This is an optimization exercise on Yosys and OpenROAD, whose aim is small area, not a production implementation.
At most, simulation tests tie the RTL to the original design; equivalence was not proved.
Power figures rest on the tool's default switching activity, not on a simulated workload.

==> module Shift_filter, before the edit <==
module Shift_filter
				(
				i_clk,
				i_arst_n,
				i_filter,
				i_fop_fin,
				o_filter
				);
input	i_clk;
input	i_arst_n;
input 	[6:0]	i_fop_fin;
input	signed	[17:0]	i_filter;
output	reg signed	[17:0]	o_filter;
reg	[6:0]	phase;
reg		started;		 
reg	[3:0]	tap_k;
reg signed	[17:0]	hold_reg;
reg signed	[17:0]	ring [0:9];
reg signed	[24:0]	acc;
integer i;
wire	take = (phase == i_fop_fin);
always @(posedge i_clk, negedge i_arst_n) begin
	if (!i_arst_n) begin
		phase <= 0;
		started <= 0;
	end else begin
		phase <= take ? 7'd0 : phase + 1'b1;
		if (take)
			started <= 1;
	end
end
localparam [3:0] K0 = 4'd6, K1 = 4'd4, K2 = 4'd15, K3 = 4'd0, K4 = 4'd3,
		K5 = 4'd11, K6 = 4'd13, K7 = 4'd12, K8 = 4'd14, K9 = 4'd5;
always @(posedge i_clk)
	if (!take)
		case (tap_k)
		K0: tap_k <= K9;
		K1: tap_k <= K0;
		K2: tap_k <= K1;
		K3: tap_k <= K2;
		K4: tap_k <= K3;
		K5: tap_k <= K4;
		K6: tap_k <= K5;
		K7: tap_k <= K6;
		K8: tap_k <= K7;
		K9: tap_k <= K8;
		default: tap_k <= K9;
		endcase
always @(posedge i_clk)
	if (take)
		hold_reg <= i_filter;
wire	early = ~|phase[6:4];
wire	first = early & (phase[3:0] == 4'd0);
wire	w_tap = early & (phase[3:0] >= 4'd1) & (phase[3:0] <= 4'd10);
wire	w_w0 = early & (phase[3:0] >= 4'd2) & (phase[3:0] <= 4'd11);
wire	w_h = first;
wire	bias = early & (phase[3:0] == 4'd12);
wire	k0 = (tap_k == K0);
wire	k8 = (tap_k == K9) | (tap_k == K8) | (tap_k == K2) | (tap_k == K1);
wire	k11 = (tap_k == K6) | (tap_k == K4);
wire	k16 = (tap_k == K5);
wire	kw0 = (tap_k == K5) | (tap_k == K3);
wire	ins = w_tap & k0;
wire	sel_h = started & ins;
wire	sel_r = started & ~ins;
always @(posedge i_clk) begin
	ring[0] <= ({18{sel_h}} & hold_reg) | ({18{sel_r}} & ring[9]);
	for (i = 1; i < 10; i = i + 1)
		ring[i] <= ring[i - 1];
end
wire signed	[17:0]	tap = ring[9];
wire signed	[17:0]	w0 = ring[0];
wire	p2 = w_tap & (k0 | k11);
wire	p3 = w_tap & k8;
wire	p_w0 = w_w0 & kw0;
wire	q_t = w_tap & k0;
wire	q4 = w_tap & (k11 | k16);
wire	[21:0]	p = ({22{p2}} & {{2{tap[17]}}, tap, 2'b0})
			| ({22{p3}} & {tap[17], tap, 3'b0})
			| ({22{p_w0}} & {{4{w0[17]}}, w0});
wire	[21:0]	q = ({22{q_t}} & {{4{tap[17]}}, tap})
			| ({22{q4}} & {tap, 4'b0})
			| ({22{w_h}} & {{4{hold_reg[17]}}, hold_reg})
			| {17'd0, bias, 4'd0};
wire	[24:0]	a = first ? ~{{5{hold_reg[17]}}, hold_reg, 2'b00} : acc;
wire	[24:0]	b = {3'b111, p[21], ~p[20:0]};
wire	[24:0]	c = {3'b000, ~q[21], q[20:0]};
wire	[24:0]	s = a ^ b ^ c;
wire	[24:0]	m = (a & b) | (a & c) | (b & c);
reg	[1:0]	cs_pend;		 
reg	[1:0]	rc_pend;		 
wire	[24:0]	cy = {m[23:17], cs_pend[1], m[15:9], cs_pend[0], m[7:0], 1'b1};
wire	[24:0]	ci;
wire	[24:0]	sum = s ^ cy ^ ci;
wire	[24:0]	co = (s & cy) | (s & ci) | (cy & ci);
assign	ci = {co[23:17], rc_pend[1], co[15:9], rc_pend[0], co[7:0], first};
always @(posedge i_clk) begin
	acc <= sum;
	cs_pend <= {m[16], m[8]};
	rc_pend <= {co[16], co[8]};
end
wire	ovf = (acc[24:22] != 3'b000) && (acc[24:22] != 3'b111);
wire	load = started & ~early;
wire	keep_y = load & ~ovf;
wire	set_lo = load & ovf & ~acc[24];		 
wire	set_hi = load & ovf & acc[24];		 
wire	[17:0]	y = {acc[22:6], acc[5] & (|acc[4:0])};
always @(posedge i_clk, negedge i_arst_n)
	if (!i_arst_n)
		o_filter <= 0;
	else
		o_filter <= ({18{keep_y}} & y) | ({18{~load}} & o_filter) | {set_hi, {17{set_lo}}};
endmodule
==> flow/config.mk <==
export PLATFORM = sky130hd
export DESIGN_NAME = Shift_filter
export DESIGN_NICKNAME = Shift_filter
export VERILOG_FILES = /design/flow/design.v
export SDC_FILE = /design/flow/constraint.sdc
export NUM_CORES = 4
export LEC_CHECK = 0
export ABC_AREA = 1
export CAP_MARGIN = 0
export CORE_MARGIN = 2
export CORE_UTILIZATION = 65
export PLACE_DENSITY = 0.8
export SLEW_MARGIN = 0
==> flow/constraint.sdc <==
create_clock -name core_clock -period 7.0 [get_ports {i_clk}]
set_input_delay 1.4000 -clock core_clock [delete_from_list [all_inputs] [get_ports {i_clk}]]
set_output_delay 1.4000 -clock core_clock [all_outputs]
set_load 0.01 [all_outputs]
standard.sh (not shown) runs the stock make flow with config.mk's settings and CLKGATE_MAP_FILE= SYNTH_SCRIPT=/design/flow/synth_recipe.tcl, a recipe that flattens the netlist after the stock synthesis.
==> flow/flow/run.sh <==
#!/bin/bash
# The standard layout (the standard.sh), with these changes to how it is made:
#  - Yosys's ABC step maps with an area-oriented script (flow/abc_area.script)
#    in place of ORFS's abc_area.script, in a copy of ORFS's scripts folder;
#  - in that copy, right after the full adders are mapped, flow/fa_polarity.py
#    picks for each full adder the polarity (a full adder is self-dual) that
#    leaves the fewest inverters between adders and flip-flops;
#  - the port buffers are plain buf_1 cells;
#  - clock tree synthesis runs with the options in flow/cts_args.
set -euo pipefail
rm -rf scripts_local
cp -r "$FLOW_HOME/scripts" scripts_local
cp flow/abc_area.script scripts_local/abc_area.script
python3 - scripts_local/synth.tcl <<'PY'
import sys
p = sys.argv[1]
s = open(p).read()
anchor = "# Technology mapping of latches"
hook = """# Full adders in the cheaper of their two polarities (flow/fa_polarity.py)
write_json $::env(RESULTS_DIR)/fa_polarity_in.json
puts [exec python3 $::env(FA_POLARITY_PY) $::env(RESULTS_DIR)/fa_polarity_in.json $::env(RESULTS_DIR)/fa_polarity_out.json]
design -reset
read_json $::env(RESULTS_DIR)/fa_polarity_out.json
hierarchy -top $::env(DESIGN_NAME)
opt_clean

"""
assert s.count(anchor) == 1
open(p, "w").write(s.replace(anchor, hook + anchor))
PY
export FA_POLARITY_PY="$PWD/flow/fa_polarity.py"
bash standard.sh "SCRIPTS_DIR=$PWD/scripts_local" \
	"BUFFER_PORTS_ARGS=-buffer_cell sky130_fd_sc_hd__buf_1" \
	"CTS_ARGS=$(cat flow/cts_args)" finish > standard_flow.log 2>&1
Other scripts of this flow, unchanged in this note and not shown: flow/flow/abc_area.script, flow/flow/cts_args, flow/flow/fa_polarity.py
The starting point passed the timing, DRC and antenna checks.
Then changed:
--- a/flow/design.v
+++ b/flow/design.v
@@ -31,20 +31,18 @@
 	end
 end
-localparam [3:0] K0 = 4'd6, K1 = 4'd4, K2 = 4'd15, K3 = 4'd0, K4 = 4'd3,
-		K5 = 4'd11, K6 = 4'd13, K7 = 4'd12, K8 = 4'd14, K9 = 4'd5;
 always @(posedge i_clk)
 	if (!take)
 		case (tap_k)
-		K0: tap_k <= K9;
-		K1: tap_k <= K0;
-		K2: tap_k <= K1;
-		K3: tap_k <= K2;
-		K4: tap_k <= K3;
-		K5: tap_k <= K4;
-		K6: tap_k <= K5;
-		K7: tap_k <= K6;
-		K8: tap_k <= K7;
-		K9: tap_k <= K8;
-		default: tap_k <= K9;
+		4'd6: tap_k <= 4'd5;
+		4'd4: tap_k <= 4'd6;
+		4'd15: tap_k <= 4'd4;
+		4'd0: tap_k <= 4'd15;
+		4'd3: tap_k <= 4'd0;
+		4'd11: tap_k <= 4'd3;
+		4'd13: tap_k <= 4'd11;
+		4'd12: tap_k <= 4'd13;
+		4'd14: tap_k <= 4'd12;
+		4'd5: tap_k <= 4'd14;
+		default: tap_k <= 4'd5;
 		endcase
 always @(posedge i_clk)
@@ -57,9 +55,9 @@
 wire	w_h = first;
 wire	bias = early & (phase[3:0] == 4'd12);
-wire	k0 = (tap_k == K0);
-wire	k8 = (tap_k == K9) | (tap_k == K8) | (tap_k == K2) | (tap_k == K1);
-wire	k11 = (tap_k == K6) | (tap_k == K4);
-wire	k16 = (tap_k == K5);
-wire	kw0 = (tap_k == K5) | (tap_k == K3);
+wire	k0 = (tap_k == 4'd6);
+wire	k8 = (tap_k == 4'd5) | (tap_k == 4'd14) | (tap_k == 4'd15) | (tap_k == 4'd4);
+wire	k11 = (tap_k == 4'd13) | (tap_k == 4'd3);
+wire	k16 = (tap_k == 4'd11);
+wire	kw0 = (tap_k == 4'd11) | (tap_k == 4'd0);
 wire	ins = w_tap & k0;
 wire	sel_h = started & ins;
What happened:
- sequential cell count stays the same
- wire length does not change
- synthesized area is unchanged
- register-to-register slack hardly moves
- worst setup slack does not change
- design area is unchanged
- total power does not change
- non-clock buffer count is unchanged
- via count does not change
- cell count stays the same
- count of clock-buffer cells in the layout does not change
- clock power hardly moves
- clock skew is unchanged
For the second run of this note, only the layout was checked, not whether the RTL still works.

## separate check: timing with driven ports
In the flow no input, the clock included, has a driving cell. The finished layouts below were timed again as built, in two steps. Step 1 sets driving cells, clkbuf_16 on the clock port and buf_2 on the other inputs (assumed; they add their load-dependent delay and slew). Step 2 adds t to the input delays and takes it off the output delays; t is the mean of the earliest and latest rising clock arrival at the registers after step 1. Input paths then give back, and output paths get back, about the clock's delay inside the block. Slacks: no drivers / after step 1 / after step 2; pairs: no drivers / after step 1.
run	shift t [ns]	setup WS [ns]	latest minus earliest clock arrival (ns)	pins driven straight from the clock port
the first run	0.594	0.707 / 0.707 / 0.707	0.069 / 0.068	1
the second run	0.594	0.707 / 0.707 / 0.707	0.069 / 0.068	1
After both steps every run listed still meets setup and hold.
